This design comes from an exercise in tuning for small area, a short achievable clock period and few clock cycles per item on the open sky130 flow, not from production work.
The RTL was checked by simulation tests, not by an equivalence proof against the original design.
Power is estimated from default activity; no workload was simulated.

File: config.mk
export PLATFORM = sky130hd
export DESIGN_NAME = Fib
export DESIGN_NICKNAME = Fib
export VERILOG_FILES = /design/flow/design.v
export SDC_FILE = /design/flow/constraint.sdc
export NUM_CORES = 4
export LEC_CHECK = 0
export ABC_AREA = 1
export CAP_MARGIN = 20
export CORE_MARGIN = 2
export CORE_UTILIZATION = 50
export SETUP_SLACK_MARGIN = 2.5
export SLEW_MARGIN = 20
File: constraint.sdc
create_clock -name core_clock -period 5.0 [get_ports {clk}]
set_input_delay 1.0000 -clock core_clock [delete_from_list [all_inputs] [get_ports {clk}]]
set_output_delay 1.0000 -clock core_clock [all_outputs]
set_load 0.01 [all_outputs]
File: design.v
module Fib
(
  input  clk,
  input  reset,
  input signed [32-1 : 0] fib_n,
  output signed [64-1 : 0] fib_return,
  output  fib_busy,
  input  fib_req
);
  wire [63:0] romv;
  wire r0866;
  wire r0867;
  wire r0868;
  wire r0869;
  wire r0870;
  wire r0871;
  wire r0872;
  wire r0873;
  wire r0874;
  wire r0875;
  wire r0876;
  wire r0877;
  wire r0878;
  wire r0879;
  wire r0880;
  wire r0881;
  wire r0882;
  wire r0883;
  wire r0884;
  wire r0885;
  wire r0886;
  wire r0887;
  wire r0888;
  wire r0889;
  wire r0890;
  wire r0891;
  wire r0892;
  wire r0893;
  wire r0894;
  wire r0895;
  wire r0896;
  wire r0897;
  wire r0898;
  wire r0899;
  wire r0900;
  wire r0901;
  wire r0902;
  wire r0903;
  wire r0904;
  wire r0905;
  wire r0906;
  wire r0907;
  wire r0908;
  wire r0909;
  wire r0910;
  wire r0911;
  wire r0912;
  wire r0913;
  wire r0914;
  wire r0915;
  wire r0916;
  wire r0917;
  wire r0918;
  wire r0919;
  wire r0920;
  wire r0921;
  wire r0922;
  wire r0923;
  wire r0924;
  wire r0925;
  wire r0926;
  wire r0927;
  wire r0928;
  wire r0929;
  wire r0930;
  wire r0931;
  wire r0932;
  wire r0933;
  wire r0934;
  wire r0935;
  wire r0936;
  wire r0937;
  wire r0938;
  wire r0939;
  wire r0940;
  wire r0941;
  wire r0942;
  wire r0943;
  wire r0944;
  wire r0945;
  wire r0946;
  wire r0947;
  wire r0948;
  wire r0949;
  wire r0950;
  wire r0951;
  wire r0952;
  wire r0953;
  wire r0954;
  wire r0955;
  wire r0956;
  wire r0957;
  wire r0958;
  wire r0959;
  wire r0960;
  wire r0961;
  wire r0962;
  wire r0963;
  wire r0964;
  wire r0965;
  wire r0966;
  wire r0967;
  wire r0968;
  wire r0969;
  wire r0970;
  wire r0971;
  wire r0972;
  wire r0973;
  wire r0974;
  wire r0975;
  wire r0976;
  wire r0977;
  wire r0978;
  wire r0979;
  wire r0980;
  wire r0981;
  wire r0982;
  wire r0983;
  wire r0984;
  wire r0985;
  wire r0986;
  wire r0987;
  wire r0988;
  wire r0989;
  wire r0990;
  wire r0991;
  wire r0992;
  wire r0993;
  wire r0994;
  wire r0995;
  wire r0996;
  wire r0997;
  wire r0998;
  wire r0999;
  wire r1000;
  wire r1001;
  wire r1002;
  wire r1003;
  wire r1004;
  wire r1005;
  wire r1006;
  wire r1007;
  wire r1008;
  wire r1009;
  wire r1010;
  wire r1011;
  wire r1012;
  wire r1013;
  wire r1014;
  wire r1015;
  wire r1016;
  wire r1017;
  wire r1018;
  wire r1019;
  wire r1020;
  wire r1021;
  wire r1022;
  wire r1023;
  wire r1024;
  wire r1025;
  wire r1026;
  wire r1027;
  wire r1028;
  wire r1029;
  wire r1030;
  wire r1031;
  wire r1032;
  wire r1033;
  wire r1034;
  wire r1035;
  wire r1036;
  wire r1037;
  wire r1038;
  wire r1039;
  wire r1040;
  wire r1041;
  wire r1042;
  wire r1043;
  wire r1044;
  wire r1045;
  wire r1046;
  wire r1047;
  wire r1048;
  wire r1049;
  wire r1050;
  wire r1051;
  wire r1052;
  wire r1053;
  wire r1054;
  wire r1055;
  wire r1056;
  wire r1057;
  wire r1058;
  wire r1059;
  wire r1060;
  wire r1061;
  wire r1062;
  wire r1063;
  wire r1064;
  wire r1065;
  wire r1066;
  wire r1067;
  wire r1068;
  wire r1069;
  wire r1070;
  wire r1071;
  wire r1072;
  wire r1073;
  wire r1074;
  wire r1075;
  wire r1076;
  wire r1077;
  wire r1078;
  wire r1079;
  wire r1080;
  wire r1081;
  wire r1082;
  wire r1083;
  wire r1084;
  wire r1085;
  wire r1086;
  wire r1087;
  wire r1088;
  wire r1089;
  wire r1090;
  wire r1091;
  wire r1092;
  wire r1093;
  wire r1094;
  wire r1095;
  wire r1096;
  wire r1097;
  wire r1098;
  wire r1099;
  wire r1100;
  wire r1101;
  wire r1102;
  wire r1103;
  wire r1104;
  wire r1105;
  wire r1106;
  wire r1107;
  wire r1108;
  wire r1109;
  wire r1110;
  wire r1111;
  wire r1112;
  wire r1113;
  wire r1114;
  wire r1115;
  wire r1116;
  wire r1117;
  wire r1118;
  wire r1119;
  wire r1120;
  wire r1121;
  wire r1122;
  wire r1123;
  wire r1124;
  wire r1125;
  wire r1126;
  wire r1127;
  wire r1128;
  wire r1129;
  wire r1130;
  wire r1131;
  wire r1132;
  wire r1133;
  wire r1134;
  wire r1135;
  wire r1136;
  wire r1137;
  wire r1138;
  wire r1139;
  wire r1140;
  wire r1141;
  wire r1142;
  wire r1143;
  wire r1144;
  wire r1145;
  wire r1146;
  wire r1147;
  wire r1148;
  wire r1149;
  wire r1150;
  wire r1151;
  wire r1152;
  wire r1153;
  wire r1154;
  wire r1155;
  wire r1156;
  wire r1157;
  wire r1158;
  wire r1159;
  wire r1160;
  wire r1161;
  wire r1162;
  wire r1163;
  wire r1164;
  wire r1165;
  wire r1166;
  wire r1167;
  wire r1168;
  wire r1169;
  wire r1170;
  wire r1171;
  wire r1172;
  wire r1173;
  wire r1174;
  wire r1175;
  wire r1176;
  wire r1177;
  wire r1178;
  wire r1179;
  wire r1180;
  wire r1181;
  wire r1182;
  wire r1183;
  wire r1184;
  wire r1185;
  wire r1186;
  wire r1187;
  wire r1188;
  wire r1189;
  wire r1190;
  wire r1191;
  wire r1192;
  wire r1193;
  wire r1194;
  wire r1195;
  wire r1196;
  wire r1197;
  wire r1198;
  wire r1199;
  wire r1200;
  wire r1201;
  wire r1202;
  wire r1203;
  wire r1204;
  wire r1205;
  wire r1206;
  wire r1207;
  wire r1208;
  wire r1209;
  wire r1210;
  wire r1211;
  wire r1212;
  wire r1213;
  wire r1214;
  wire r1215;
  wire r1216;
  wire r1217;
  wire r1218;
  wire r1219;
  wire r1220;
  wire r1221;
  wire r1222;
  wire r1223;
  wire r1224;
  wire r1225;
  wire r1226;
  wire r1227;
  wire r1228;
  wire r1229;
  wire r1230;
  wire r1231;
  wire r1232;
  wire r1233;
  wire r1234;
  wire r1235;
  wire r1236;
  wire r1237;
  wire r1238;
  wire r1239;
  wire r1240;
  wire r1241;
  wire r1242;
  wire r1243;
  wire r1244;
  wire r1245;
  wire r1246;
  wire r1247;
  wire r1248;
  wire r1249;
  wire r1250;
  wire r1251;
  wire r1252;
  wire r1253;
  wire r1254;
  wire r1255;
  wire r1256;
  wire r1257;
  wire r1258;
  wire r1259;
  wire r1260;
  wire r1261;
  wire r1262;
  wire r1263;
  wire r1264;
  wire r1265;
  wire r1266;
  wire r1267;
  wire r1268;
  wire r1269;
  wire r1270;
  wire r1271;
  wire r1272;
  wire r1273;
  wire r1274;
  wire r1275;
  wire r1276;
  wire r1277;
  wire r1278;
  wire r1279;
  wire r1280;
  wire r1281;
  wire r1282;
  wire r1283;
  wire r1284;
  wire r1285;
  wire r1286;
  wire r1287;
  wire r1288;
  wire r1289;
  wire r1290;
  wire r1291;
  wire r1292;
  wire r1293;
  wire r1294;
  wire r1295;
  wire r1296;
  wire r1297;
  wire r1298;
  wire r1299;
  wire r1300;
  wire r1301;
  wire r1302;
  wire r1303;
  wire r1304;
  wire r1305;
  wire r1306;
  wire r1307;
  wire r1308;
  wire r1309;
  wire r1310;
  wire r1311;
  wire r1312;
  wire r1313;
  wire r1314;
  wire r1315;
  wire r1316;
  wire r1317;
  wire r1318;
  wire r1319;
  wire r1320;
  wire r1321;
  wire r1322;
  wire r1323;
  wire r1324;
  wire r1325;
  wire r1326;
  wire r1327;
  wire r1328;
  wire r1329;
  wire r1330;
  wire r1331;
  wire r1332;
  wire r1333;
  wire r1334;
  wire r1335;
  wire r1336;
  wire r1337;
  wire r1338;
  wire r1339;
  wire r1340;
  wire r1341;
  wire r1342;
  wire r1343;
  wire r1344;
  wire r1345;
  wire r1346;
  wire r1347;
  wire r1348;
  wire r1349;
  wire r1350;
  wire r1351;
  wire r1352;
  wire r1353;
  wire r1354;
  wire r1355;
  wire r1356;
  wire r1357;
  wire r1358;
  wire r1359;
  wire r1360;
  wire r1361;
  wire r1362;
  wire r1363;
  wire r1364;
  wire r1365;
  wire r1366;
  wire r1367;
  wire r1368;
  wire r1369;
  wire r1370;
  wire r1371;
  wire r1372;
  wire r1373;
  wire r1374;
  wire r1375;
  wire r1376;
  wire r1377;
  wire r1378;
  wire r1379;
  wire r1380;
  wire r1381;
  wire r1382;
  wire r1383;
  wire r1384;
  wire r1385;
  wire r1386;
  wire r1387;
  wire r1388;
  wire r1389;
  wire r1390;
  assign r1299 = (~r0864);
  assign r1300 = (~r0865&~r0863&~r1299);
  assign r1301 = (~r1300);
  assign r1302 = (~r0859);
  assign r1303 = (~r0860&~r1302);
  assign r1304 = (~r0862);
  assign r1305 = (~r0861);
  assign r1306 = (~r1304&~r1305);
  assign r1307 = (~r1306);
  assign r1308 = (~r1303&~r1307);
  assign r1309 = (~r1308);
  assign r1310 = (~r1301&~r1309);
  assign r1311 = (~r0860&~r1307);
  assign r1312 = (~r0860);
  assign r1313 = (~r0859&~r1312);
  assign r1314 = (~r1313);
  assign r1315 = (~r0861&~r1304);
  assign r1316 = (~r1315);
  assign r1317 = (~r1314&~r1316);
  assign r1318 = (~r1311&~r1317);
  assign r1319 = (~r0862&~r0861);
  assign r1320 = (~r1319);
  assign r1321 = (~r1302&~r1312);
  assign r1322 = (~r1321);
  assign r1323 = (~r1320&~r1322);
  assign r1324 = (~r1323);
  assign r1325 = (~r0862&~r1305);
  assign r1326 = (~r0859&~r1320);
  assign r0866 = (~r1322&~r1326) | (~r1325&~r1326);
  assign r0867 = (~r0865);
  assign r0868 = (~r0863);
  assign r0869 = (~r0864&~r0867&~r0868);
  assign r0870 = (~r0869);
  assign r0871 = (~r1318&~r0870) | (~r1324&~r0870) | (~r0866&~r0870);
  assign r0872 = (~r0862&~r1312);
  assign r0873 = (~r0872);
  assign r0874 = (~r1302&~r1305);
  assign r0875 = (~r0874);
  assign r0876 = (~r0873&~r0875);
  assign r0877 = (~r0876);
  assign r0878 = (~r1312&~r1320);
  assign r0879 = (~r1325);
  assign r0880 = (~r0860&~r0879);
  assign r0881 = (~r0878&~r0880);
  assign r0882 = (~r0865&~r0868&~r1299);
  assign r0883 = (~r0882);
  assign r0884 = (~r1318&~r0883) | (~r0877&~r0883) | (~r0881&~r0883);
  assign r0885 = (~r0879&~r1314);
  assign r0886 = (~r1323&~r0885);
  assign r0887 = (~r1312&~r1316);
  assign r0888 = (~r0887);
  assign r0889 = (~r0860&~r1320);
  assign r0890 = (~r1302&~r0879);
  assign r0891 = (~r0889&~r0890);
  assign r0892 = (~r0863&~r0864&~r0867);
  assign r0893 = (~r0892);
  assign r0894 = (~r0886&~r0893) | (~r0888&~r0893) | (~r0891&~r0893);
  assign r1348 = (r1310) | (r0871) | (r0884) | (r0894);
  assign r0895 = (~r0859&~r0860);
  assign r0896 = (~r0895&~r1321);
  assign r0897 = (~r0896);
  assign r0898 = (~r1316&~r0897);
  assign r0899 = (~r0898);
  assign r0900 = (~r0895);
  assign r0901 = (~r0900&~r1307);
  assign r0902 = (~r0901);
  assign r0903 = (~r0899) | (~r0902);
  assign r0904 = (~r0879&~r0897);
  assign r0905 = (~r0900&~r0879);
  assign r0906 = (~r0905);
  assign r0907 = (~r1313) | (~r1319);
  assign r0908 = (~r0906) | (~r0907);
  assign r0909 = (~r0904&~r0908);
  assign r0910 = (~r0909);
  assign r0911 = (~r0903&~r0910) | (~r0869);
  assign r0912 = (~r0885);
  assign r0913 = (~r1303);
  assign r0914 = (~r1320&~r0913);
  assign r0915 = (~r0914);
  assign r0916 = (~r0912) | (~r0915);
  assign r0917 = (~r0916);
  assign r0918 = (~r0876&~r1317);
  assign r0919 = (~r0917) | (~r0918);
  assign r0920 = (~r0901&~r0919) | (~r0892);
  assign r0921 = (~r0879&~r0913);
  assign r0922 = (~r0859&~r1307);
  assign r0923 = (~r0887&~r0922);
  assign r0924 = (~r0923);
  assign r0925 = (~r0921&~r0924) | (~r0882);
  assign r1355 = (~r0911) | (~r0920) | (~r0925);
  assign r0926 = (~r1302&~r1316);
  assign r0927 = (~r0926&~r1311);
  assign r0928 = (~r0859&~r1316);
  assign r0929 = (~r1314&~r1307);
  assign r0930 = (~r0928&~r0929);
  assign r0931 = (~r0861&~r1302);
  assign r0932 = (~r0931);
  assign r0933 = (~r1312&~r1304);
  assign r0934 = (~r0933);
  assign r0935 = (~r0932&~r0934);
  assign r0936 = (~r0935);
  assign r0937 = (~r0930) | (~r0936);
  assign r0938 = (~r0878&~r0937) | (~r0892);
  assign r0939 = (~r1322&~r1307);
  assign r0940 = (~r0939) | (~r0882);
  assign r0941 = (~r1303) | (~r1305);
  assign r0942 = (~r0918) | (~r0941);
  assign r0943 = (~r0889&~r0908);
  assign r0944 = (~r0913&~r1307);
  assign r0945 = (~r0944);
  assign r0946 = (~r0943) | (~r0945);
  assign r0947 = (~r0942&~r0946) | (~r0869);
  assign r1358 = (~r0883&~r0927) | (~r0938) | (~r0940) | (~r0947);
  assign r0948 = (~r0900&~r1316);
  assign r0949 = (~r0948&~r0885);
  assign r0950 = (~r0949);
  assign r0951 = (~r1323&~r0921);
  assign r0952 = (~r0951);
  assign r0953 = (~r0950&~r0952);
  assign r0954 = (~r0953);
  assign r0955 = (~r1308&~r0954) | (~r0892);
  assign r0956 = (~r1304&~r1322);
  assign r0957 = (~r1316&~r0913);
  assign r0958 = (~r0957);
  assign r0959 = (~r0958) | (~r0877);
  assign r0960 = (~r0959);
  assign r0961 = (~r0960&~r0870) | (~r0881&~r0870);
  assign r0962 = (~r1300&~r0961) | (~r0956&~r0961);
  assign r0963 = (~r1320&~r0896);
  assign r0964 = (~r1312&~r0879);
  assign r0965 = (~r0964&~r0957);
  assign r0966 = (~r0965);
  assign r0967 = (~r0929&~r0963&~r0948&~r0966) | (~r0882);
  assign r1347 = (~r0955) | (~r0962) | (~r0967);
  assign r0968 = (~r0939);
  assign r0969 = (~r0926);
  assign r0970 = (~r0968) | (~r0949) | (~r0969);
  assign r0971 = (~r0963&~r0966) | (~r0869);
  assign r0972 = (~r0895&~r1316);
  assign r0973 = (~r0972&~r0922);
  assign r0974 = (~r0973);
  assign r0975 = (~r1322) | (~r1319);
  assign r0976 = (~r0895&~r0975);
  assign r0977 = (~r0948&~r0876);
  assign r0978 = (~r0977);
  assign r0979 = (~r0976&~r0978);
  assign r0980 = (~r0956);
  assign r0981 = (~r0979) | (~r0980);
  assign r0982 = (~r1300&~r0981) | (~r1300&~r0892) | (~r0974&~r0981) | (~r0974&~r0892);
  assign r1346 = (~r0883&~r0970) | (~r0971) | (~r0982);
  assign r0983 = (~r0905&~r0957);
  assign r0984 = (~r0983);
  assign r0985 = (~r1319&~r0984) | (~r0869);
  assign r0986 = (~r0874&~r0934);
  assign r0987 = (~r0921&~r0986);
  assign r0988 = (~r0987) | (~r0882);
  assign r0989 = (~r0974&~r0954) | (~r0892);
  assign r1345 = (~r1301&~r0930) | (~r0985) | (~r0988) | (~r0989);
  assign r0990 = (~r0887&~r0876);
  assign r0991 = (~r0990);
  assign r0992 = (~r1307&~r0901&~r0991) | (~r1303&~r0901&~r0991);
  assign r0993 = (~r0899) | (~r0945);
  assign r0994 = (~r0887&~r1311);
  assign r0995 = (~r0994);
  assign r0996 = (~r0995&~r0978&~r0910);
  assign r0997 = (~r0993&~r0996) | (~r0892);
  assign r1359 = (~r0934&~r0883) | (~r0870&~r0992) | (~r0997);
  assign r0998 = (~r0877) | (~r0975);
  assign r0999 = (~r0932&~r0998) | (~r0933&~r0998);
  assign r1000 = (~r0859&~r0879);
  assign r1001 = (~r1312&~r1307);
  assign r1002 = (~r1000&~r1001);
  assign r1003 = (~r0923) | (~r1002) | (~r0869);
  assign r1004 = (~r0928&~r0964);
  assign r1005 = (~r1004);
  assign r1006 = (~r0944&~r1005) | (~r1300);
  assign r1007 = (~r1316) | (~r0907);
  assign r1008 = (~r1307&~r0897);
  assign r1009 = (~r1008);
  assign r1010 = (~r1009) | (~r0936);
  assign r1011 = (~r1007&~r1010) | (~r0892);
  assign r1344 = (~r0883&~r0999) | (~r1003) | (~r1006) | (~r1011);
  assign r1012 = (~r1321&~r1307);
  assign r1013 = (~r1000&~r0935);
  assign r1014 = (~r1013) | (~r0877);
  assign r1015 = (~r0963&~r1012&~r1014);
  assign r1016 = (~r0914&~r0905);
  assign r1017 = (~r0879&~r0897) | (~r1016);
  assign r1018 = (~r0935&~r1017) | (~r0869);
  assign r1019 = (~r1308&~r0978) | (~r0882);
  assign r1020 = (~r0889&~r1323&~r0885);
  assign r1021 = (~r0870&~r1020);
  assign r1022 = (~r1021);
  assign r1357 = (~r0893&~r1015) | (~r1018) | (~r1019) | (~r1022);
  assign r1023 = (~r0928);
  assign r1024 = (~r0902) | (~r1023);
  assign r1025 = (~r0890&~r0889&~r1024);
  assign r1026 = (~r0957&~r0998) | (~r0892);
  assign r1027 = (~r0859&~r1005) | (~r0882);
  assign r1028 = (~r0890);
  assign r1029 = (~r1028) | (~r0934);
  assign r1030 = (~r0927);
  assign r1031 = (~r1029&~r1030) | (~r1300);
  assign r1343 = (~r0870&~r1025) | (~r1026) | (~r1027) | (~r1031);
  assign r1032 = (~r0859&~r0994);
  assign r1033 = (~r0905&~r0976&~r1032);
  assign r1034 = (~r0963);
  assign r1035 = (~r0968) | (~r1034);
  assign r1036 = (~r0904&~r0959&~r1035) | (~r0892);
  assign r1037 = (~r0860&~r1316);
  assign r1038 = (~r1037);
  assign r1039 = (~r1302&~r1320);
  assign r1040 = (~r1039);
  assign r1041 = (~r1314) | (~r1306);
  assign r1042 = (~r1038) | (~r1040) | (~r1041);
  assign r1043 = (~r0886) | (~r0891);
  assign r1044 = (~r1042&~r1043) | (~r0882);
  assign r1045 = (~r0905&~r1323);
  assign r1046 = (~r1045);
  assign r1047 = (~r0991&~r1046);
  assign r1048 = (~r1047);
  assign r1049 = (~r1030&~r1048) | (~r1300);
  assign r1342 = (~r0870&~r1033) | (~r1036) | (~r1044) | (~r1049);
  assign r1050 = (~r0948);
  assign r1051 = (~r1002) | (~r0869) | (~r1050);
  assign r1052 = (~r0879&~r0913) | (~r0975);
  assign r1053 = (~r1311&~r0957);
  assign r1054 = (~r1053) | (~r0949);
  assign r1055 = (~r1052&~r1054) | (~r0892);
  assign r1361 = (~r1309&~r0883) | (~r1051) | (~r1055);
  assign r1056 = (~r0909) | (~r0958) | (~r0990);
  assign r1057 = (~r0922&~r1056) | (~r1300);
  assign r1058 = (~r0860&~r1304&~r0874);
  assign r1059 = (~r1058&~r1046) | (~r0869);
  assign r1060 = (~r1313) | (~r0861);
  assign r1061 = (~r1038) | (~r1060);
  assign r1062 = (~r1052&~r1061) | (~r0892);
  assign r1063 = (~r1005&~r0952) | (~r0882);
  assign r1341 = (~r1057) | (~r1059) | (~r1062) | (~r1063);
  assign r1064 = (~r0908);
  assign r1065 = (~r1064) | (~r1028);
  assign r1066 = (~r0901&~r0972&~r1065) | (~r0869);
  assign r1067 = (~r1317&~r0944);
  assign r1068 = (~r1312) | (~r1304);
  assign r1069 = (~r1067) | (~r1068);
  assign r1070 = (~r0929&~r1069) | (~r1300);
  assign r1071 = (~r0862&~r0897);
  assign r1072 = (~r1071);
  assign r1073 = (~r1072) | (~r0899) | (~r0968);
  assign r1074 = (~r0929);
  assign r1075 = (~r1318&~r0893) | (~r1074&~r0893) | (~r1040&~r0893);
  assign r1076 = (~r1073&~r1075) | (~r0882&~r1075);
  assign r1340 = (~r1066) | (~r1070) | (~r1076);
  assign r1077 = (~r0862&~r0896);
  assign r1078 = (~r0936) | (~r0945);
  assign r1079 = (~r1078&~r0942) | (~r0869);
  assign r1080 = (~r0865&~r0864&~r0868);
  assign r1081 = (~r0895&~r1307);
  assign r1082 = (~r1081&~r0935);
  assign r1083 = (~r1082&~r0883) | (~r0873&~r0883);
  assign r1084 = (~r0892&~r0939&~r1083) | (~r0892&~r1080&~r1083) | (~r1042&~r0939&~r1083) | (~r1042&~r1080&~r1083);
  assign r1339 = (~r1311&~r1301&~r1077) | (~r1079) | (~r1084);
  assign r1085 = (~r1326&~r0926);
  assign r1086 = (~r1085);
  assign r1087 = (~r1038) | (~r0873) | (~r0892);
  assign r1362 = (~r1086&~r1087) | (~r0883&~r1009) | (~r1018);
  assign r1088 = (~r0957&~r1048) | (~r0869);
  assign r1089 = (~r0970) | (~r0882);
  assign r1090 = (~r0914&~r1024) | (~r0892);
  assign r1356 = (~r1088) | (~r1089) | (~r1090);
  assign r1091 = (~r1082);
  assign r1092 = (~r0984&~r1091&~r0954) | (~r0882);
  assign r1093 = (~r1016) | (~r0902) | (~r1028);
  assign r1094 = (~r1093) | (~r0869);
  assign r1095 = (~r0860&~r0874) | (~r1028) | (~r1023);
  assign r1096 = (~r1095) | (~r0892);
  assign r1354 = (~r1092) | (~r1094) | (~r1096);
  assign r1097 = (~r1307&~r0896);
  assign r1098 = (~r1038&~r1303) | (~r1040&~r1303);
  assign r1099 = (r0898) | (r1098);
  assign r1100 = (~r1097&~r1099) | (~r1300);
  assign r1101 = (~r1035&~r0942) | (~r0892);
  assign r1102 = (~r1080);
  assign r1103 = (~r1307&~r1102);
  assign r1104 = (~r1077);
  assign r1105 = (~r0930&~r0883) | (~r1104&~r0883);
  assign r1106 = (~r1313&~r1105) | (~r1103&~r1105);
  assign r1107 = (~r0917) | (~r1318);
  assign r1108 = (~r1107) | (~r0869);
  assign r1337 = (~r1100) | (~r1101) | (~r1106) | (~r1108);
  assign r1109 = (~r0914&~r1061);
  assign r1363 = (~r0870&~r0996) | (~r0893&~r1109) | (~r0940);
  assign r1110 = (~r0872&~r0931&~r1311);
  assign r1111 = (~r1068);
  assign r1112 = (~r1111&~r0993) | (~r0882);
  assign r1113 = (~r0893&~r1095);
  assign r1114 = (~r1103&~r1113);
  assign r1115 = (~r1311);
  assign r1116 = (~r0960) | (~r1115);
  assign r1117 = (~r1017&~r1116) | (~r0869);
  assign r1336 = (~r1301&~r1110) | (~r1112) | (~r1114) | (~r1117);
  assign r1118 = (~r0922&~r0926&~r0908);
  assign r1119 = (~r0994) | (~r1023);
  assign r1120 = (~r1071&~r1119) | (~r0882);
  assign r1121 = (~r0913&~r0870) | (~r0861&~r0870);
  assign r1122 = (~r1078&~r1121) | (~r1080&~r1121);
  assign r1123 = (~r1326&~r0978);
  assign r1124 = (~r0936) | (~r0902);
  assign r1125 = (~r1124);
  assign r1126 = (~r1123) | (~r0968) | (~r1125);
  assign r1127 = (~r0889);
  assign r1128 = (~r1126) | (~r1127) | (~r1045);
  assign r1129 = (~r1128) | (~r0892);
  assign r1335 = (~r1301&~r1118) | (~r1120) | (~r1122) | (~r1129);
  assign r1130 = (~r0976&~r1119&~r0952) | (~r0869);
  assign r1364 = (~r1130) | (~r1036) | (~r1026);
  assign r1131 = (~r1326&~r0924&~r1098);
  assign r1386 = (~r0870&~r0945);
  assign r1132 = (~r1080&~r1386) | (~r0993);
  assign r1133 = (~r0965&~r0870) | (~r1068&~r0870);
  assign r1134 = (~r1048&~r1133) | (~r0892&~r1133);
  assign r1135 = (~r0943);
  assign r1136 = (~r0978&~r1081&~r1135) | (~r1300);
  assign r1334 = (~r0883&~r1131) | (~r1132) | (~r1134) | (~r1136);
  assign r1137 = (~r1320&~r0900);
  assign r1138 = (~r1137&~r0885);
  assign r1139 = (~r0958) | (~r0877) | (~r0907);
  assign r1140 = (~r1139) | (~r0892);
  assign r1365 = (~r0870&~r1138) | (~r1140) | (~r1094);
  assign r1141 = (~r0931&~r0880&~r0922);
  assign r1142 = (~r1008&~r1014) | (~r0882);
  assign r1143 = (~r0941) | (~r0862) | (~r1080);
  assign r1144 = (~r0976);
  assign r1145 = (r1058) | (~r1144) | (~r0951);
  assign r1146 = (~r1325&~r0976);
  assign r1147 = (~r1001);
  assign r1148 = (~r1304&~r0900);
  assign r1149 = (~r1148);
  assign r1150 = (~r1146&~r0893) | (~r1147&~r0893) | (~r1149&~r0893);
  assign r1151 = (~r0869&~r1150) | (~r1145&~r1150);
  assign r1333 = (~r1301&~r1141) | (~r1142) | (~r1143) | (~r1151);
  assign r1152 = (~r0939&~r1317&~r1098);
  assign r1153 = (~r0964&~r0995) | (~r1080);
  assign r1154 = (~r1039&~r1000);
  assign r1155 = (~r1074) | (~r1154) | (~r1050);
  assign r1156 = (~r0969&~r0893) | (~r0879&~r0893);
  assign r1157 = (~r1155&~r1156) | (~r1300&~r1156);
  assign r1158 = (~r0901&~r1056) | (~r0869);
  assign r1332 = (~r0883&~r1152) | (~r1153) | (~r1157) | (~r1158);
  assign r1159 = (~r0886) | (~r1041);
  assign r1160 = (~r1317&~r0921&~r1159);
  assign r1161 = (~r0944&~r1077) | (~r0869);
  assign r1366 = (~r0893&~r1160) | (~r1161);
  assign r1162 = (~r0951&~r0893) | (~r1085&~r0893);
  assign r1163 = (~r1138&~r1301) | (~r1307&~r1301) | (~r1149&~r1301);
  assign r1164 = (~r0890&~r1037);
  assign r1165 = (~r1164&~r1102) | (~r0936&~r1102) | (~r1074&~r1102);
  assign r1166 = (~r1162&~r1163&~r1165);
  assign r1167 = (~r1325&~r0895&~r0926);
  assign r1168 = (~r1016) | (~r1004);
  assign r1169 = (~r1167&~r1168) | (~r0882);
  assign r1170 = (~r1069) | (~r0869);
  assign r1331 = (~r1166) | (~r1169) | (~r1170);
  assign r1171 = (~r0880&~r1037&~r1001);
  assign r1172 = (~r0872&~r1037&~r1124);
  assign r1367 = (~r0870&~r1172) | (~r0893&~r1171);
  assign r1173 = (~r1126) | (~r0892);
  assign r1174 = (~r0908&~r1091) | (~r0882);
  assign r1175 = (~r0998&~r0995) | (~r0869);
  assign r1353 = (~r1173) | (~r1174) | (~r1175);
  assign r1176 = (~r0880&~r0956);
  assign r1177 = (~r0949&~r0893) | (~r1176&~r0893);
  assign r1178 = (~r0973&~r0883) | (~r0877&~r0883) | (~r0907&~r0883);
  assign r1179 = (~r0935&~r1012);
  assign r1180 = (~r1179&~r1102) | (~r1045&~r1102) | (~r1023&~r1102);
  assign r1181 = (~r0897&~r0880) | (~r1315&~r0880);
  assign r1182 = (~r1181&~r1301) | (~r0945&~r1301) | (~r1138&~r1301);
  assign r1183 = (~r1177&~r1178&~r1180&~r1182);
  assign r1330 = (~r0870&~r1306&~r1077) | (~r1183);
  assign r1184 = (~r1071&~r1030) | (~r0869);
  assign r1185 = (~r0945) | (~r0888);
  assign r1186 = (~r1061&~r1185) | (~r0892);
  assign r1368 = (~r1184) | (~r1186);
  assign r1187 = (~r1164);
  assign r1188 = (~r0963&~r1185&~r1187);
  assign r1189 = (~r0897&~r0883) | (~r1320&~r0883);
  assign r1190 = (~r1109&~r1189) | (~r1034&~r1189) | (~r1080&~r1189);
  assign r1191 = (~r0901&~r1099) | (~r0869);
  assign r1192 = (~r0926&~r0978);
  assign r1193 = (~r1192);
  assign r1194 = (~r0924&~r0952&~r1193) | (~r0892);
  assign r1329 = (~r1301&~r1188) | (~r1190) | (~r1191) | (~r1194);
  assign r1195 = (~r0976&~r1008);
  assign r1196 = (~r1195);
  assign r1197 = (~r0928&~r1187&~r1196);
  assign r1198 = (~r0956&~r0919) | (~r0882);
  assign r1199 = (~r0916&~r0978);
  assign r1200 = (~r1199) | (~r0969);
  assign r1201 = (~r1200) | (~r1080);
  assign r1202 = (~r0870&~r1110);
  assign r1203 = (~r1300&~r1202) | (~r1013&~r1202);
  assign r1328 = (~r0893&~r1197) | (~r1198) | (~r1201) | (~r1203);
  assign r1204 = (~r1086&~r1116) | (~r0869);
  assign r1205 = (~r0978&~r1091) | (~r0892);
  assign r1369 = (~r1204) | (~r1205);
  assign r1206 = (~r0922);
  assign r1207 = (~r0897) | (~r1315);
  assign r1208 = (~r1206&~r0883) | (~r0891&~r0883) | (~r1207&~r0883);
  assign r1209 = (~r1064&~r0870) | (~r0927&~r0870);
  assign r1210 = (~r0865&~r0863&~r0864);
  assign r1211 = (~r1210);
  assign r1212 = (~r1316&~r0978) | (~r1303&~r0978);
  assign r1213 = (~r1301&~r1212) | (~r0968&~r1211);
  assign r1214 = (~r1208&~r1209&~r1213);
  assign r1215 = (~r1192) | (~r1147) | (~r0881);
  assign r1216 = (~r1215) | (~r0892);
  assign r1217 = (~r1029&~r1135) | (~r1080);
  assign r1390 = (~r1214) | (~r1216) | (~r1217);
  assign r1218 = (~r1023&~r0876&~r0935) | (~r1312&~r0876&~r0935);
  assign r1219 = (~r0926&~r1081) | (~r0892);
  assign r1370 = (~r0870&~r1218) | (~r1219);
  assign r1220 = (~r1302&~r1307);
  assign r1221 = (~r1125) | (~r1023);
  assign r1222 = (~r1039&~r1220&~r1221);
  assign r1223 = (~r1124&~r0978);
  assign r1224 = (~r1223);
  assign r1225 = (~r0946&~r1224) | (~r0869);
  assign r1226 = (~r0984&~r1196) | (~r0882);
  assign r1227 = (~r1179) | (~r0983) | (~r1127);
  assign r1228 = (~r0880&~r1102&~r1167);
  assign r1229 = (~r0929&~r1227&~r1228) | (~r0929&~r1300&~r1228) | (~r1210&~r1227&~r1228) | (~r1210&~r1300&~r1228);
  assign r1389 = (~r0893&~r1222) | (~r1225) | (~r1226) | (~r1229);
  assign r1230 = (~r0924&~r1386) | (~r0892&~r1386);
  assign r1372 = (~r0870&~r1199) | (~r1230);
  assign r1231 = (~r1144) | (~r1045);
  assign r1232 = (~r1220&~r1231&~r1224);
  assign r1233 = (~r0949) | (~r0902) | (~r0958);
  assign r1234 = (~r0880&~r0963&~r1233) | (~r0869);
  assign r1235 = (~r1020) | (~r0990);
  assign r1236 = (~r0874&~r1137) | (~r1080);
  assign r1237 = (~r1211&~r1115) | (~r1236);
  assign r1238 = (~r1235&~r1237) | (~r0892&~r1237);
  assign r1239 = (~r0899) | (~r0968) | (~r1045);
  assign r1240 = (~r0922&~r0978&~r1239) | (~r0882);
  assign r1388 = (~r1301&~r1232) | (~r1234) | (~r1238) | (~r1240);
  assign r1241 = (~r1185&~r1065) | (~r0869);
  assign r1373 = (~r1206&~r0893) | (~r1241);
  assign r1242 = (~r1147) | (~r0866) | (~r1149);
  assign r1243 = (~r0972);
  assign r1244 = (~r0943&~r0870) | (~r1243&~r0870);
  assign r1245 = (~r0882&~r1091&~r1244) | (~r0882&~r1210&~r1244) | (~r1242&~r1091&~r1244) | (~r1242&~r1210&~r1244);
  assign r1246 = (~r1001&~r1145) | (~r1300);
  assign r1247 = (~r1223) | (~r1147) | (~r0881);
  assign r1248 = (~r0876&~r0935&~r1097);
  assign r1249 = (~r0880);
  assign r1250 = (~r1248&~r1102) | (~r1249&~r1102) | (~r1034&~r1102);
  assign r1251 = (~r1247&~r1250) | (~r0892&~r1250);
  assign r1387 = (~r1245) | (~r1246) | (~r1251);
  assign r1252 = (~r1317&~r0889&~r1008&~r0984);
  assign r1253 = (~r0904&~r0963&~r1193);
  assign r1254 = (~r1233&~r1196) | (~r0892);
  assign r1352 = (~r0870&~r1253) | (~r0883&~r1252) | (~r1254);
  assign r1255 = (~r1081);
  assign r1256 = (~r0899) | (~r0866);
  assign r1257 = (~r1256) | (~r0869);
  assign r1374 = (~r0893&~r1255) | (~r1257);
  assign r1258 = (~r1192) | (~r1144) | (~r1176);
  assign r1259 = (~r1034&~r0893) | (~r1147&~r0893) | (~r1038&~r0893);
  assign r1260 = (~r0899&~r1211) | (~r1255&~r1211);
  assign r1261 = (~r1146&~r1301) | (~r1243&~r1301) | (~r0980&~r1301);
  assign r1262 = (~r1258&~r1259&~r1260&~r1261) | (~r0882&~r1259&~r1260&~r1261);
  assign r1263 = (~r1012&~r1168) | (~r1080);
  assign r1264 = (~r0889&~r0978&~r1046&~r1032) | (~r0869);
  assign r1382 = (~r1262) | (~r1263) | (~r1264);
  assign r1265 = (~r0870&~r0902);
  assign r1266 = (~r0892&~r1265) | (~r0939&~r1265);
  assign r1375 = (~r1088) | (~r1266);
  assign r1267 = (~r0883) | (~r1211);
  assign r1268 = (~r0929&~r1221) | (~r1267);
  assign r1269 = (~r1300&~r0869);
  assign r1270 = (~r1269);
  assign r1271 = (~r0880&~r1032) | (~r1270);
  assign r1272 = (~r0929) | (~r1300);
  assign r1273 = (~r0893) | (~r1102);
  assign r1274 = (~r1181) | (~r1060) | (~r1273);
  assign r1371 = (~r1268) | (~r1271) | (~r1272) | (~r1274);
  assign r1376 = (~r1123&~r0870) | (~r0886&~r0870) | (~r1067&~r0870);
  assign r1377 = (~r1072&~r0870) | (~r0902&~r0870) | (~r1243&~r0870);
  assign r1275 = (~r0903&~r0954) | (~r1270);
  assign r1276 = (~r0943) | (~r1002);
  assign r1277 = (~r1276) | (~r1273);
  assign r1278 = (~r0964&~r1010) | (~r1267);
  assign r1360 = (~r1275) | (~r1272) | (~r1277) | (~r1278);
  assign r1378 = (~r0951&~r0870) | (~r1004&~r0870) | (~r0945&~r0870);
  assign r1379 = (~r1249&~r0870) | (~r1023&~r0870);
  assign r1279 = (~r0901&~r1086) | (~r1270);
  assign r1280 = (~r1039&~r1000&~r1220) | (~r1273);
  assign r1281 = (~r0890&~r0928) | (~r1267);
  assign r1349 = (~r1279) | (~r1272) | (~r1280) | (~r1281);
  assign r1380 = (~r0912&~r0870) | (~r1023&~r0870);
  assign r1385 = (~r0870&~r1125);
  assign r1282 = (~r1300&~r1385) | (~r1008&~r1385);
  assign r1283 = (~r0890&~r0901&~r0956&~r0976) | (~r0882);
  assign r1284 = (~r0873) | (~r0941) | (~r1060) | (~r0892);
  assign r1350 = (~r1282) | (~r1022) | (~r1283) | (~r1284);
  assign r1381 = (~r1053&~r0870) | (~r0977&~r0870);
  assign r1285 = (~r0979) | (~r0945);
  assign r1286 = (~r1285) | (~r1270);
  assign r1287 = (~r0904&~r1137&~r1124) | (~r1273);
  assign r1288 = (~r1239) | (~r1267);
  assign r1338 = (~r1286) | (~r1287) | (~r1272) | (~r1288);
  assign r1289 = (~r0935&~r1052&~r1005);
  assign r1290 = (~r0889&~r0893);
  assign r1291 = (~r0977) | (~r1013) | (~r1206) | (~r1290);
  assign r1292 = (~r0939) | (~r0867) | (~r0864);
  assign r1293 = (~r0937&~r1231) | (~r0882);
  assign r1351 = (~r0870&~r1289) | (~r1291) | (~r1292) | (~r1293);
  assign r1383 = (~r0870&~r0958);
  assign r1384 = (~r0870&~r1318);
  assign r1294 = (~r0953&~r1269) | (~r1085&~r1269);
  assign r1295 = (~r1310&~r1265&~r1294);
  assign r1296 = (~r0880&~r0986&~r1285) | (~r1267);
  assign r1297 = (~r1007&~r0921&~r0986);
  assign r1298 = (~r0898&~r1297) | (~r1273);
  assign r1327 = (~r1295) | (~r1296) | (~r1298);
  assign r0865 = fib_n[6];
  assign r0863 = fib_n[4];
  assign r0864 = fib_n[5];
  assign r0859 = fib_n[0];
  assign r0860 = fib_n[1];
  assign r0862 = fib_n[3];
  assign r0861 = fib_n[2];
  assign romv[29] = r1348;
  assign romv[35] = r1355;
  assign romv[38] = r1358;
  assign romv[28] = r1347;
  assign romv[27] = r1346;
  assign romv[26] = r1345;
  assign romv[39] = r1359;
  assign romv[25] = r1344;
  assign romv[37] = r1357;
  assign romv[24] = r1343;
  assign romv[23] = r1342;
  assign romv[40] = r1361;
  assign romv[22] = r1341;
  assign romv[21] = r1340;
  assign romv[20] = r1339;
  assign romv[41] = r1362;
  assign romv[36] = r1356;
  assign romv[34] = r1354;
  assign romv[19] = r1337;
  assign romv[42] = r1363;
  assign romv[18] = r1336;
  assign romv[17] = r1335;
  assign romv[43] = r1364;
  assign romv[16] = r1334;
  assign romv[44] = r1365;
  assign romv[15] = r1333;
  assign romv[14] = r1332;
  assign romv[45] = r1366;
  assign romv[13] = r1331;
  assign romv[46] = r1367;
  assign romv[33] = r1353;
  assign romv[12] = r1330;
  assign romv[47] = r1368;
  assign romv[11] = r1329;
  assign romv[10] = r1328;
  assign romv[48] = r1369;
  assign romv[9] = r1390;
  assign romv[49] = r1370;
  assign romv[8] = r1389;
  assign romv[50] = r1372;
  assign romv[7] = r1388;
  assign romv[51] = r1373;
  assign romv[6] = r1387;
  assign romv[32] = r1352;
  assign romv[52] = r1374;
  assign romv[5] = r1382;
  assign romv[53] = r1375;
  assign romv[4] = r1371;
  assign romv[54] = r1376;
  assign romv[55] = r1377;
  assign romv[3] = r1360;
  assign romv[56] = r1378;
  assign romv[57] = r1379;
  assign romv[2] = r1349;
  assign romv[58] = r1380;
  assign romv[30] = r1350;
  assign romv[59] = r1381;
  assign romv[1] = r1338;
  assign romv[31] = r1351;
  assign romv[60] = r1383;
  assign romv[61] = r1384;
  assign romv[0] = r1327;
  assign romv[62] = r1385;
  assign romv[63] = r1386;
  reg  [63:0] cur, nxt;
  reg  [31:0] cnt;
  reg         busy;
  reg  [2:0]  ph;        
  reg  [1:0]  st;        
  reg         c;         
  reg         b;         
  wire neg  = fib_n[31];
  wire big  = ~neg & ((|fib_n[30:7]) | (fib_n[6:0] >= 7'd94));
  wire [63:0] tab = neg ? 64'h0 : romv;
  wire first = (ph == 3'd0);
  wire last  = (ph == 3'd7);
  wire [8:0] sum = nxt[7:0] + cur[7:0] + c;
  wire [7:0] nin = st[1] ? sum[7:0] : {7'd0, st[0] & first};
  wire [4:0] dec = {1'b0, cnt[3:0]} - b;
  wire       under = dec[4];
  always @(posedge clk) begin
    if (busy) begin
      cur <= {nxt[7:0], cur[63:8]};
    end else if (fib_req) begin
      cur <= tab;
    end
    nxt <= {nin, nxt[63:8]};
    if (busy)
      cnt <= {dec[3:0], cnt[31:4]};
    else
      cnt <= fib_n;
    c <= sum[8] & ~last;
    b <= busy & (last | under);
  end
  always @(posedge clk) begin
    if (reset) begin
      busy <= 1'b0;
      ph <= 3'd0;
      st <= 2'd0;
    end else if (busy) begin
      ph <= ph + 3'd1;
      if (last) begin
        if (st != 2'd2) st <= st + 2'd1;
        if (st == 2'd2 && under) busy <= 1'b0;
      end
    end else if (fib_req & big) begin
      busy <= 1'b1;
      ph <= 3'd0;
      st <= 2'd0;
    end
  end
  assign fib_return = cur;
  assign fib_busy = busy;
endmodule
File: flow/run.sh
#!/bin/bash
set -euo pipefail
export BUFFER_PORTS_ARGS="-buffer_cell sky130_fd_sc_hd__buf_1"
export CTS_ARGS="-sink_clustering_enable -repair_clock_nets -buf_list sky130_fd_sc_hd__clkbuf_8 -dont_use_dummy_load"
bash standard.sh > standard_flow.log 2>&1
File: standard.sh
#!/bin/bash
# synth_recipe.tcl (not shown) runs the flow's synth.tcl, then flattens the netlist and writes it again
# the make line also repeats each setting of config.mk as NAME=value (left out here)
make -C /OpenROAD-flow-scripts/flow DESIGN_CONFIG=/design/flow/config.mk WORK_HOME=/design/flow/orfs CLKGATE_MAP_FILE= SYNTH_SCRIPT=/design/flow/synth_recipe.tcl "${@:-finish}"
==> reports/metrics.yaml, run 1 <==
synth:
  synth_cell_types: 45
  netlist.top_cell.by_area: "sky130_fd_sc_hd__dfxtp_1"
  synthDominantCellAreaShare: 0.244
  synth.most_common_cell: "sky130_fd_sc_hd__nand2_1"
  ys_seq_area_frac: 0.469
  synth.top_cells.by_area: "sky130_fd_sc_hd__dfxtp_1 (24%), sky130_fd_sc_hd__edfxtp_1 (23%), sky130_fd_sc_hd__nand2_1 (17%)"
  synth_warnings: 8
  postSynthCellCount: 1148
  syn_nets: 1202
  yosys_most_used_dff: "sky130_fd_sc_hd__dfxtp_1"
  synth-edff-count: 64
  syn-mean-instance-area_um2: 7.43
  post_synth_instance_area_um2: 8530
  synth.top_cells.by_count: "sky130_fd_sc_hd__nand2_1 (378), sky130_fd_sc_hd__o21ai_0 (118), sky130_fd_sc_hd__dfxtp_1 (104)"
  postSynthRegisterBits: 168
  async_flop_share: 0
placed_design:
  place.detailed.hpwl_mm: 30.5
  globalplace.congestion: 1.23
  place.port_buffers: 99
  dpl_cell_area_um2: 9170
detailed_routing:
  dr_total_vias: 9841
  drt_pre_antenna_iters: 11
  wl_per_cell_um: 28.4
  ant_nets: 0
  drt_wl_total_mm: 42.3
  avgViaCountPerCell: 6.61
  detail_route.iter0.violations: 1839
  drc_errors: 0
die:
  die_h_um: 135
  placeableCoreArea_um2: 16600
  chipWidth_um: 135
  top_level_ports: 100
  fp-row-count: 47
  start_util: 0.513
  dieArea_um2: 18100
power_and_ir_drop:
  power.total_uw: 2920
  power.density_cell_area_nw_per_um2: 291
  peakVddDrop_v: 0.000333
  total_leakage_power_uw: 0.00473
grt:
  grt_pass1_vias: 9402
  grt_remaining_overflow: 0
  grt_first_pass_wirelength_mm: 60.5
  grt_usage: 0.466
  antenna_found_initial: 0
  largest_net_degree_at_the_start_of_global_routing: 54
cells_and_area:
  fraction_of_layout_cells_with_a_size_suffix_above_1: 0.130
  fillCellCount: 1466
  final_net_count: 1324
  finalInstanceArea_um2: 10000
  area_delta_synth_final_pct: 17.7
timing:
  tightestPinTransition_ps: 883
  rsz0062_at_grt: "true"
  fin_tns_setup_ps: 0
  final.min_clock_period_ps: 2640
  slew-limit-headroom: 0.409
  number_of_setup_violations_in_the_final_report: 0
  final_hold_viol_count: 0
  final_max_slew_viol_count: 0
  finClkSkew_ps: 29.8
  timing_limited_maximum_frequency_mhz: 378
  fin_crit_sh: 0.528
setup_path:
  worstSetupPathType: "primary input to flip-flop"
  cp.required_ps: 5190
  largest_fanout_of_any_net_on_the_critical_path: 14
  timing.critical_path.to_type: "flip-flop"
  worst-r2r-cell-count: 11
  worst_setup_path_start_kind: "primary input"
  timing.critical_path.arrival_ps: 2830
cts:
  ctsRootBufferMaster: "sky130_fd_sc_hd__clkbuf_8"
  cts.sinks: 168
  clock_tree.htree_level_count: 4
  max-clock-path-buffers: 2
  tritoncts: "yes"
  cts_buffers: 17
  clk_pin_slew_ps: 90
  ctsHoldBuffers: 0
  insertion_delay_ps: 460
worst_hold_path:
  hold_depth: 0
  timing.hold.worst.class: "flip-flop to flip-flop"
outcome:
  run_status: "complete, no violations"
job:
  drv_cap: 0
## path summary, 6_finish.rpt
| path | startpoint | to | slack (ps) |
|---|---|---|---|
| min | nxt[52] | nxt[44] | 310 |
| max | fib_n[2] | cur[18] | 2360 |
| min reg2reg | nxt[52] | nxt[44] | 310 |
| max reg2reg | c | nxt[62] | 2750 |
## layout by cell type (no fill, tap or decap), types with 6 or more instances in the layout
master                     instances
sky130_fd_sc_hd__buf_1            92
sky130_fd_sc_hd__a22oi_1           8
sky130_fd_sc_hd__o31ai_1           8
sky130_fd_sc_hd__nor2_2           10
sky130_fd_sc_hd__nand3_1          84
sky130_fd_sc_hd__edfxtp_1         64
sky130_fd_sc_hd__nand2_1         351
sky130_fd_sc_hd__nand2_2          29
sky130_fd_sc_hd__nand4_1          14
sky130_fd_sc_hd__nand2_4           7
sky130_fd_sc_hd__ha_1             14
sky130_fd_sc_hd__dfxtp_1         103
sky130_fd_sc_hd__o21ai_1          20
sky130_fd_sc_hd__o21ai_0         101
sky130_fd_sc_hd__nor2_4            6
sky130_fd_sc_hd__inv_1            70
sky130_fd_sc_hd__clkbuf_8         17
sky130_fd_sc_hd__nor2_1           82
sky130_fd_sc_hd__buf_4            36
sky130_fd_sc_hd__o211ai_1          7
sky130_fd_sc_hd__nor3_1           14
sky130_fd_sc_hd__a21oi_1          44
sky130_fd_sc_hd__inv_2            10
## state kept, by name (all words and copies together), names as in the netlist
name / cells
cur: 64
nxt: 64
cnt: 32
ph: 3
st: 2
b: 1
busy: 1
c: 1
## worst max-delay path, stage by stage
cell                       delay, ps
sky130_fd_sc_hd__buf_6           210
sky130_fd_sc_hd__nand2_1         170
sky130_fd_sc_hd__inv_1           180
sky130_fd_sc_hd__nand2_1         150
sky130_fd_sc_hd__buf_4           230
sky130_fd_sc_hd__o211ai_1        210
sky130_fd_sc_hd__or2_2           180
sky130_fd_sc_hd__nand4_1         280
sky130_fd_sc_hd__nand2_1         150
sky130_fd_sc_hd__nand2_1          60
## power by group
part           total [uW]  switching [uW]  leakage, uW  internal (uW)
Combinational         620             456      0.00309            165
Clock                 731             430     0.000122            301
Sequential           1570            55.8      0.00152           1510
Total                2920             942      0.00473           1980
## metrics by stage
step	util	hold slack (ps)	instances	worst slack [ps]
detailed placement	0.551	312	1443	1010
CTS	0.584	298	1474	2450
global route	0.603	307	1488	2390
global placement	0.551	310	1443	927
finish	0.603	305	1489	2360
floorplan	-	310	1148	2500
## cells by family after synthesis
family	share of synthesized area
simple gates	0.302
compound gates	0.138
flops	0.469
buf+inv	0.0607
fa+ha+maj	0.0296
xor+xnor	0.00103
## layout make-up
| class | instances | area [um2] | share of cell area |
|---|---|---|---|
| Timing Repair Buffer | 141 | 791 | 0.0788 |
| Inverter | 92 | 375 | 0.0374 |
| Timing Repair inverter | 1 | 7.51 | 0.000748 |
| Clock buffer | 17 | 234 | 0.0233 |
| Tap cell | 220 | 275 | 0.0274 |
| Sequential cell | 168 | 4010 | 0.399 |
| Antenna cell | 1 | 2.50 | 0.000249 |
| Multi-Input combinational cell | 849 | 4350 | 0.433 |
## routing by layer
metal | vias up | wire length (um) | GRT usage
li1 | 4070 | - | -
met1 | 4514 | 14300 | 0.555
met2 | 933 | 17800 | 0.698
met3 | 324 | 6040 | 0.164
met4 | 0 | 4160 | 0.339
met5 | - | 0 | 0
## timing repair
item,4_1_cts,5_1_grt
gates cloned,1,0
endpoints found under the setup margin,70,50
setup buffers,13,13
pin swaps,1,6
gates resized for setup,62,58
Testbench counts, summed over its fixed seeds: cycles 1,024, requests 1,024.
==> inputs of run 2 (changes only) <==
--- a/config.mk
+++ b/config.mk
@@ -8,6 +8,7 @@
 export ABC_AREA = 1
 export CAP_MARGIN = 20
 export CORE_MARGIN = 2
-export CORE_UTILIZATION = 50
+export CORE_UTILIZATION = 40
 export SETUP_SLACK_MARGIN = 2.5
 export SLEW_MARGIN = 20
+export TNS_END_PERCENT = 5
==> reports/metrics.yaml, run 2 <==
synth:
  post_synth_and_or_nand_nor_area_fraction: 0.302  # unchanged
  yosys_most_used_dff: "sky130_fd_sc_hd__dfxtp_1"
  dominant_combinational_cell_family_by_area_after_synthesis: "simple AND/OR/NAND/NOR gates"
  share_of_the_synthesized_netlist_area_taken_by_xor_and_xnor_gates: 0.00103  # unchanged
  synthDominantCellAreaShare: 0.244  # unchanged
  postSynthCellCount: 1148  # unchanged
  post_synthesis_share_of_cell_area_spent_on_full_adders_half_adders_and_majority_gates: 0.0296  # unchanged
  synth.top_cells.by_count: "sky130_fd_sc_hd__nand2_1 (378), sky130_fd_sc_hd__o21ai_0 (118), sky130_fd_sc_hd__dfxtp_1 (104)"
  synth_cell_types: 45  # unchanged
  ys_seq_area_frac: 0.469  # unchanged
  netlist.top_cell.by_area: "sky130_fd_sc_hd__dfxtp_1"
  synth-compound-area-share: 0.138  # unchanged
  synth_warnings: 8  # unchanged
  syn_nets: 1202  # unchanged
  synth.most_common_cell: "sky130_fd_sc_hd__nand2_1"
  async_flop_share: 0  # unchanged
  synth-edff-count: 64  # unchanged
  synth.area.mux_share: 0  # unchanged
  synth.top_cells.by_area: "sky130_fd_sc_hd__dfxtp_1 (24%), sky130_fd_sc_hd__edfxtp_1 (23%), sky130_fd_sc_hd__nand2_1 (17%)"
  postSynthRegisterBits: 168  # unchanged
  syn-mean-instance-area_um2: 7.43  # unchanged
  post_synth_instance_area_um2: 8530  # unchanged
cells_and_area:
  fraction_of_layout_cells_with_a_size_suffix_above_1: 0.133  # +0.00268
  final_common_cell: "sky130_fd_sc_hd__nand2_1"
  reg.largest.list: "cur (64), nxt (64), cnt (32)"
  multiInputGateArea_um2: 4370  # +0.63%
  fillCellCount: 2122  # +45%
  most-common-layout-cells: "sky130_fd_sc_hd__nand2_1 (351), sky130_fd_sc_hd__o21ai_0 (107), sky130_fd_sc_hd__dfxtp_1 (103), sky130_fd_sc_hd__buf_1 (93), sky130_fd_sc_hd__nand3_1 (87)"
  area_delta_synth_final_pct: 18.1
  final-seq-area_um2: 4010  # unchanged
  final_net_count: 1321  # -0.23%
timing:
  timing_limited_maximum_frequency_mhz: 380  # +0.29%
  final_hold_viol_count: 0  # unchanged
  slew-limit-headroom: 0.447  # +0.0372
  finClkSkew_ps: 55.1  # +25.3 ps
  tightestPinTransition_ps: 827  # -55.6 ps
  number_of_setup_violations_in_the_final_report: 0  # unchanged
  fin_tns_setup_ps: 0  # unchanged
  fin_crit_sh: 0.527  # -0.00155
  fin_hold_ws_ps: 276  # -29.2 ps
  final_max_slew_viol_count: 0  # unchanged
  rsz0062_at_grt: "true"
  final.min_clock_period_ps: 2630  # -7.74 ps
die:
  fp-row-count: 53  # +13%
  chipWidth_um: 150  # +11%
  placeableCoreArea_um2: 21000  # +26%
  die_h_um: 150  # +11%
  top_level_ports: 100  # unchanged
  start_util: 0.407  # -0.106
  dieArea_um2: 22500  # +24%
cts:
  insertion_delay_ps: 470  # about the same
  tritoncts: "yes"
  ctsRootBufferMaster: "sky130_fd_sc_hd__clkbuf_8"
  clk_pin_slew_ps: 120  # +30 ps
  clock_tree.htree_level_count: 4  # unchanged
  cts_buffers: 17  # unchanged
  max-clock-path-buffers: 2  # unchanged
  cts.sinks: 168  # unchanged
  ctsHoldBuffers: 0  # unchanged
detailed_routing:
  dr_total_vias: 9515  # -3.3%
  wl_per_cell_um: 29.5  # +4.1%
  avgViaCountPerCell: 6.17  # -6.6%
  drt_pre_antenna_iters: 8  # -3
  drt_wl_total_mm: 45.5  # +7.7%
  ant_nets: 0  # unchanged
  drc_errors: 0  # unchanged
  detail_route.iter0.violations: 1153  # -37%
setup_path:
  cp.required_ps: 5140  # -50 ps
  timing.critical_path.arrival_ps: 2770  # -60 ps
  worst_setup_path_start_kind: "primary input"
  worstSetupPathType: "primary input to flip-flop"
  largest_fanout_of_any_net_on_the_critical_path: 10  # -4
  timing.critical_path.to_type: "flip-flop"
job:
  drv_cap: 0  # unchanged
grt:
  grt_first_pass_wirelength_mm: 63.1  # +4.3%
  antenna_found_initial: 0  # unchanged
  grt_pass1_vias: 8969  # -4.6%
  largest_net_degree_at_the_start_of_global_routing: 58  # +7.4%
  grt_remaining_overflow: 0  # unchanged
  grt_usage: 0.403  # -0.0630
outcome:
  run_status: "complete, no violations"
power_and_ir_drop:
  power.density_cell_area_nw_per_um2: 294  # +1.2%
  total_leakage_power_uw: 0.00471  # -0.41%
  peakVddDrop_v: 0.000153  # -54%
placed_design:
  place.port_buffers: 99  # unchanged
  place.detailed.hpwl_mm: 33.7  # +10%
  globalplace.congestion: 1.13  # -8.0%
worst_hold_path:
  timing.hold.worst.class: "flip-flop to flip-flop"
-- run 2: cell counts after synthesis --
No cell type changed its count.
-- run 2: metal layers --
layer,wire (um),track usage,up-vias
met5,0,0,-
met4,3670,0.253,0
met3,4520,0.0857,208
met2,20000,0.628,728
met1,17400,0.509,4522
li1,-,-,4057
-- run 2: logic make-up (layout without fill, tap and decap cells) --
group / count (synthesis) / after routing
compound gates: 212 / 212
xor+xnor: 1 / 1
fa+ha+maj: 19 / 19
buf+inv: 131 / 248
flops: 168 / 168
other cells: 0 / 1
simple gates: 617 / 617
-- run 2: critical path, cell delays in order --
cell and delay, ps:
sky130_fd_sc_hd__buf_2 120, sky130_fd_sc_hd__buf_4 190, sky130_fd_sc_hd__ha_4 220, sky130_fd_sc_hd__nand3_4 160, sky130_fd_sc_hd__buf_4 140, sky130_fd_sc_hd__nand2_1 120
sky130_fd_sc_hd__nor4_1 650, sky130_fd_sc_hd__o21ai_0 150
-- run 2: report_power, final --
| part | switching (uW) | internal, uW | leakage [uW] |
|---|---|---|---|
| clock network | 472 | 302 | 0.000122 |
| logic | 461 | 157 | 0.00307 |
| registers | 61.5 | 1510 | 0.00152 |
| total | 994 | 1970 | 0.00471 |
-- run 2: worst paths after layout --
path                 start       to  slack (ps)  cells past startpoint
setup reg to reg      busy  cur[28]        2500                      8
setup / recovery  fib_n[1]  cur[54]        2370                      8
hold reg to reg    nxt[52]  nxt[44]         280                      0
hold / removal     nxt[52]  nxt[44]         280                      0
-- run 2: what timing repair did --
action,4_1_cts,5_1_grt
endpoints found under the setup margin,67,49
setup buffers,14,5
resized for setup,69,49
pin swaps,3,8
-- run 2: area by class of cell --
class	instances	area share
Inverter	92	0.0384
Timing Repair Buffer	139	0.0720
Antenna cell	1	0.000248
Clock buffer	17	0.0232
Multi-Input combinational cell	849	0.434
Sequential cell	168	0.398
Tap cell	275	0.0342
-- run 2: through the flow --
stage | setup slack, ps | area, um2 | instances | power (uW) | util
6_report | 2370 | 10100 | 1541 | 2970 | 0.481
5_1_grt | 2400 | 10100 | 1540 | 3040 | 0.481
4_1_cts | 2450 | 9850 | 1535 | 2910 | 0.470
3_5_place_dp | 1120 | 9270 | 1504 | 2150 | 0.442
3_3_place_gp | 1000 | 9270 | 1504 | 2160 | 0.442
2_1_floorplan | 2490 | 8570 | 1148 | 1880 | -
==> inputs of run 3 (changes only) <==
--- a/config.mk
+++ b/config.mk
@@ -9,6 +9,7 @@
 export CAP_MARGIN = 20
 export CORE_MARGIN = 2
 export CORE_UTILIZATION = 40
+export PLACE_DENSITY = 0.75
 export SETUP_SLACK_MARGIN = 2.5
 export SLEW_MARGIN = 20
 export TNS_END_PERCENT = 5
==> reports/metrics.yaml, run 3 <==
synth:
  share_of_the_synthesized_netlist_area_taken_by_xor_and_xnor_gates: 0.00103  # unchanged
  post_synth_instance_area_um2: 8530  # unchanged
  post_synth_and_or_nand_nor_area_fraction: 0.302  # unchanged
  postSynthCellCount: 1148  # unchanged
  yosys_most_used_dff: "sky130_fd_sc_hd__dfxtp_1"
  postSynthRegisterBits: 168  # unchanged
  ys_seq_area_frac: 0.469  # unchanged
  syn_nets: 1202  # unchanged
  synth-compound-area-share: 0.138  # unchanged
  synth.most_common_cell: "sky130_fd_sc_hd__nand2_1"
  synth.top_cells.by_area: "sky130_fd_sc_hd__dfxtp_1 (24%), sky130_fd_sc_hd__edfxtp_1 (23%), sky130_fd_sc_hd__nand2_1 (17%)"
  synth_cell_types: 45  # unchanged
  syn-mean-instance-area_um2: 7.43  # unchanged
  synth.area.mux_share: 0  # unchanged
  netlist.top_cell.by_area: "sky130_fd_sc_hd__dfxtp_1"
  post_synthesis_share_of_cell_area_spent_on_full_adders_half_adders_and_majority_gates: 0.0296  # unchanged
  synthDominantCellAreaShare: 0.244  # unchanged
  dominant_combinational_cell_family_by_area_after_synthesis: "simple AND/OR/NAND/NOR gates"
  synth-edff-count: 64  # unchanged
  async_flop_share: 0  # unchanged
  synth.top_cells.by_count: "sky130_fd_sc_hd__nand2_1 (378), sky130_fd_sc_hd__o21ai_0 (118), sky130_fd_sc_hd__dfxtp_1 (104)"
  synth_warnings: 8  # unchanged
timing:
  final_hold_viol_count: 0  # unchanged
  fin_tns_setup_ps: 0  # unchanged
  final_max_slew_viol_count: 0  # unchanged
  timing_limited_maximum_frequency_mhz: 383  # +1.0%
  final.min_clock_period_ps: 2610  # -26.7 ps
  number_of_setup_violations_in_the_final_report: 0  # unchanged
  tightestPinTransition_ps: 783  # -43.6 ps
  fin_hold_ws_ps: 299  # +22.9 ps
  rsz0062_at_grt: "true"
  slew-limit-headroom: 0.476  # +0.0291
  post-route-worst-setup-slack_ps: 2390  # +26.7 ps
  fin_crit_sh: 0.522  # -0.00534
  finClkSkew_ps: 39.6  # -15.5 ps
detailed_routing:
  ant_nets: 0  # unchanged
  drt_wl_total_mm: 44.6  # -1.9%
  dr_total_vias: 9531  # +0.17%
  drt_pre_antenna_iters: 7  # -1
  wl_per_cell_um: 29.0  # -1.9%
  detail_route.iter0.violations: 1469  # +27%
  avgViaCountPerCell: 6.18  # +0.17%
  drc_errors: 0  # unchanged
worst_hold_path:
  hold_depth: 0  # unchanged
  timing.hold.worst.class: "flip-flop to flip-flop"
power_and_ir_drop:
  power.sequential.fraction: 0.536  # +0.005
  p_comb_frac: 0.215  # +0.007
  switching_share: 0.325  # -0.0104
  total_switching_power_uw: 950  # -4.4%
  total_leakage_power_uw: 0.00475  # +0.84%
  peakVddDrop_v: 0.000144  # -6.0%
  clock_power_share: 0.249  # -0.012
  power.internal_uw: 1980  # +0.17%
  power.density_cell_area_nw_per_um2: 290  # -1.7%
cells_and_area:
  fillCellCount: 2161  # +1.8%
  final_net_count: 1321  # unchanged
  reg.largest.list: "cur (64), nxt (64), cnt (32)"
  final_common_cell: "sky130_fd_sc_hd__nand2_1"
  area_delta_synth_final_pct: 18.4
  most-common-layout-cells: "sky130_fd_sc_hd__nand2_1 (350), sky130_fd_sc_hd__dfxtp_1 (103), sky130_fd_sc_hd__o21ai_0 (101), sky130_fd_sc_hd__buf_1 (92), sky130_fd_sc_hd__nor2_1 (82)"
  stdcell_count: 1541  # unchanged
  fraction_of_layout_cells_with_a_size_suffix_above_1: 0.138  # +0.00474
setup_path:
  timing.critical_path.arrival_ps: 2760  # about the same
  worstSetupPathType: "primary input to flip-flop"
  register_to_register_path_setup_slack_ps: 2830  # +330 ps
  timing.critical_path.to_type: "flip-flop"
  worst_setup_path_start_kind: "primary input"
  cp.required_ps: 5150  # about the same
  worst_r2r_startpoint: "busy"
  r2r_end: "cur[41]"
  critPathCapture: "cur[2]"
  largest_fanout_of_any_net_on_the_critical_path: 15  # +5
  critical_path.startpoint: "fib_n[3]"
  worst-r2r-cell-count: 7  # -1
cts:
  ctsRootBufferMaster: "sky130_fd_sc_hd__clkbuf_8"
  cts.sinks: 168  # unchanged
  clock_tree.htree_level_count: 4  # unchanged
  clk_pin_slew_ps: 100  # -20 ps
  max-clock-path-buffers: 2  # unchanged
  insertion_delay_ps: 460  # about the same
  tritoncts: "yes"
  cts_buffers: 17  # unchanged
  ctsHoldBuffers: 0  # unchanged
die:
  top_level_ports: 100  # unchanged
  chipWidth_um: 150  # unchanged
  fp-row-count: 53  # unchanged
  dieArea_um2: 22500  # unchanged
  start_util: 0.407  # unchanged
  die_h_um: 150  # unchanged
  placeableCoreArea_um2: 21000  # unchanged
job:
  drv_cap: 0  # unchanged
placed_design:
  place.port_buffers: 99  # unchanged
  globalplace.congestion: 1.20  # +6.2%
  dp_worst_setup_slack_ps: 1050  # -69.8 ps
  numPlacedInstances: 1500  # -0.27%
  place.detailed.hpwl_mm: 33.4  # -1.1%
grt:
  grt_usage: 0.398  # -0.00531
  grt_pass1_vias: 9165  # +2.2%
  grt_first_pass_wirelength_mm: 62.7  # -0.56%
  antenna_found_initial: 2  # +2
  largest_net_degree_at_the_start_of_global_routing: 59  # +1.7%
  grt_remaining_overflow: 0  # unchanged
outcome:
  run_status: "complete, no violations"
run 3: per-stage QoR:
stage | util | instance area (um2) | power [uW]
after floorplan | - | 8570 | 1880
after global placement | 0.441 | 9240 | 2150
after detailed placement | 0.441 | 9240 | 2140
after CTS | 0.469 | 9820 | 2890
after global routing | 0.482 | 10100 | 3020
final | 0.482 | 10100 | 2930
run 3: worst min path at each step:
stage	to	startpoint	slack (ps)
final	nxt[6]	nxt[14]	300
after CTS	nxt[6]	nxt[14]	300
after floorplan	nxt[0]	nxt[8]	310
after detailed placement	nxt[22]	nxt[30]	310
after global placement	nxt[53]	nxt[61]	310
after global routing	nxt[6]	nxt[14]	300
run 3: power groups by stage:
stage	logic, uW	clock network (uW)	registers (uW)
floorplan	283	0	1600
global placement	554	0	1600
detailed placement	540	0	1600
CTS	579	746	1560
global route	662	788	1570
finish	630	729	1570
run 3: layer usage:
| metal | track usage | part of all wire |
|---|---|---|
| met4 | 0.273 | 0.084 |
| met1 | 0.483 | 0.37 |
| met2 | 0.603 | 0.43 |
| met5 | 0 | 0 |
| met3 | 0.123 | 0.12 |
run 3: logic make-up (layout without fill, tap and decap cells):
logic type | count (synthesis) | in the layout
buffers and inverters | 131 | 248
adder cells (fa/ha/maj) | 19 | 19
XOR/XNOR | 1 | 1
AO/OA/AOI/OAI | 212 | 212
flip-flops | 168 | 168
AND/OR/NAND/NOR | 617 | 617
other | 0 | 1
run 3: critical path, cell delays in order:
cell                      delay [ps]
sky130_fd_sc_hd__buf_6           160
sky130_fd_sc_hd__inv_4           160
sky130_fd_sc_hd__nor2_8           90
sky130_fd_sc_hd__nand2_2         310
sky130_fd_sc_hd__nand2_2         260
sky130_fd_sc_hd__o21ai_0         320
sky130_fd_sc_hd__nand3_1         140
sky130_fd_sc_hd__a21oi_1         190
sky130_fd_sc_hd__o21ai_0         120
run 3: final cells by class:
type,instances,area [um2],share of cell area
Timing Repair Buffer,138,752,0.0744
Inverter,92,373,0.0369
Clock buffer,17,234,0.0232
Multi-Input combinational cell,849,4380,0.434
Tap cell,275,344,0.0341
Antenna cell,1,2.50,0.000248
Sequential cell,168,4010,0.397
Timing Repair inverter,1,7.51,0.000743
run 3: repair_timing:
action,CTS,global route
pin swaps,3,7
endpoints found under the setup margin,133,54
buffers inserted,13,9
gates resized for setup,75,61
cloned,1,0

## re-timing with driven ports
The results above use ideal ports. As a check the final layouts listed here were re-extracted and re-timed, cells and wires unchanged.
Step 1 (the two cells are an assumption about what drives the block):
set clk [get_ports {clk}]
set_driving_cell -lib_cell sky130_fd_sc_hd__clkbuf_16 $clk
set_driving_cell -lib_cell sky130_fd_sc_hd__buf_2 [delete_from_list [all_inputs] $clk]
Step 2 moves the port delays by t, midway between the first and last clock arrival at a register: inputs arrive t later, outputs are due t later. That takes back most of the time a late clock gives input paths.
Slacks: no drivers / after step 1 / after step 2; pairs: no drivers / after step 1.
run | shift t [ns] | setup WS [ns] | hold slack, ns
run 1 | 0.489 | 2.358 / 2.365 / 1.877 | 0.305 / 0.305 / 0.305
run 2 | 0.492 | 2.365 / 2.396 / 1.904 | 0.276 / 0.276 / 0.276
run 3 | 0.485 | 2.392 / 2.410 / 1.926 | 0.299 / 0.299 / 0.299
After both steps every run listed still meets setup and hold. The setup slack of run 1, which loses most, moves by +0.007 ns with the drivers and by -0.481 ns with both steps.
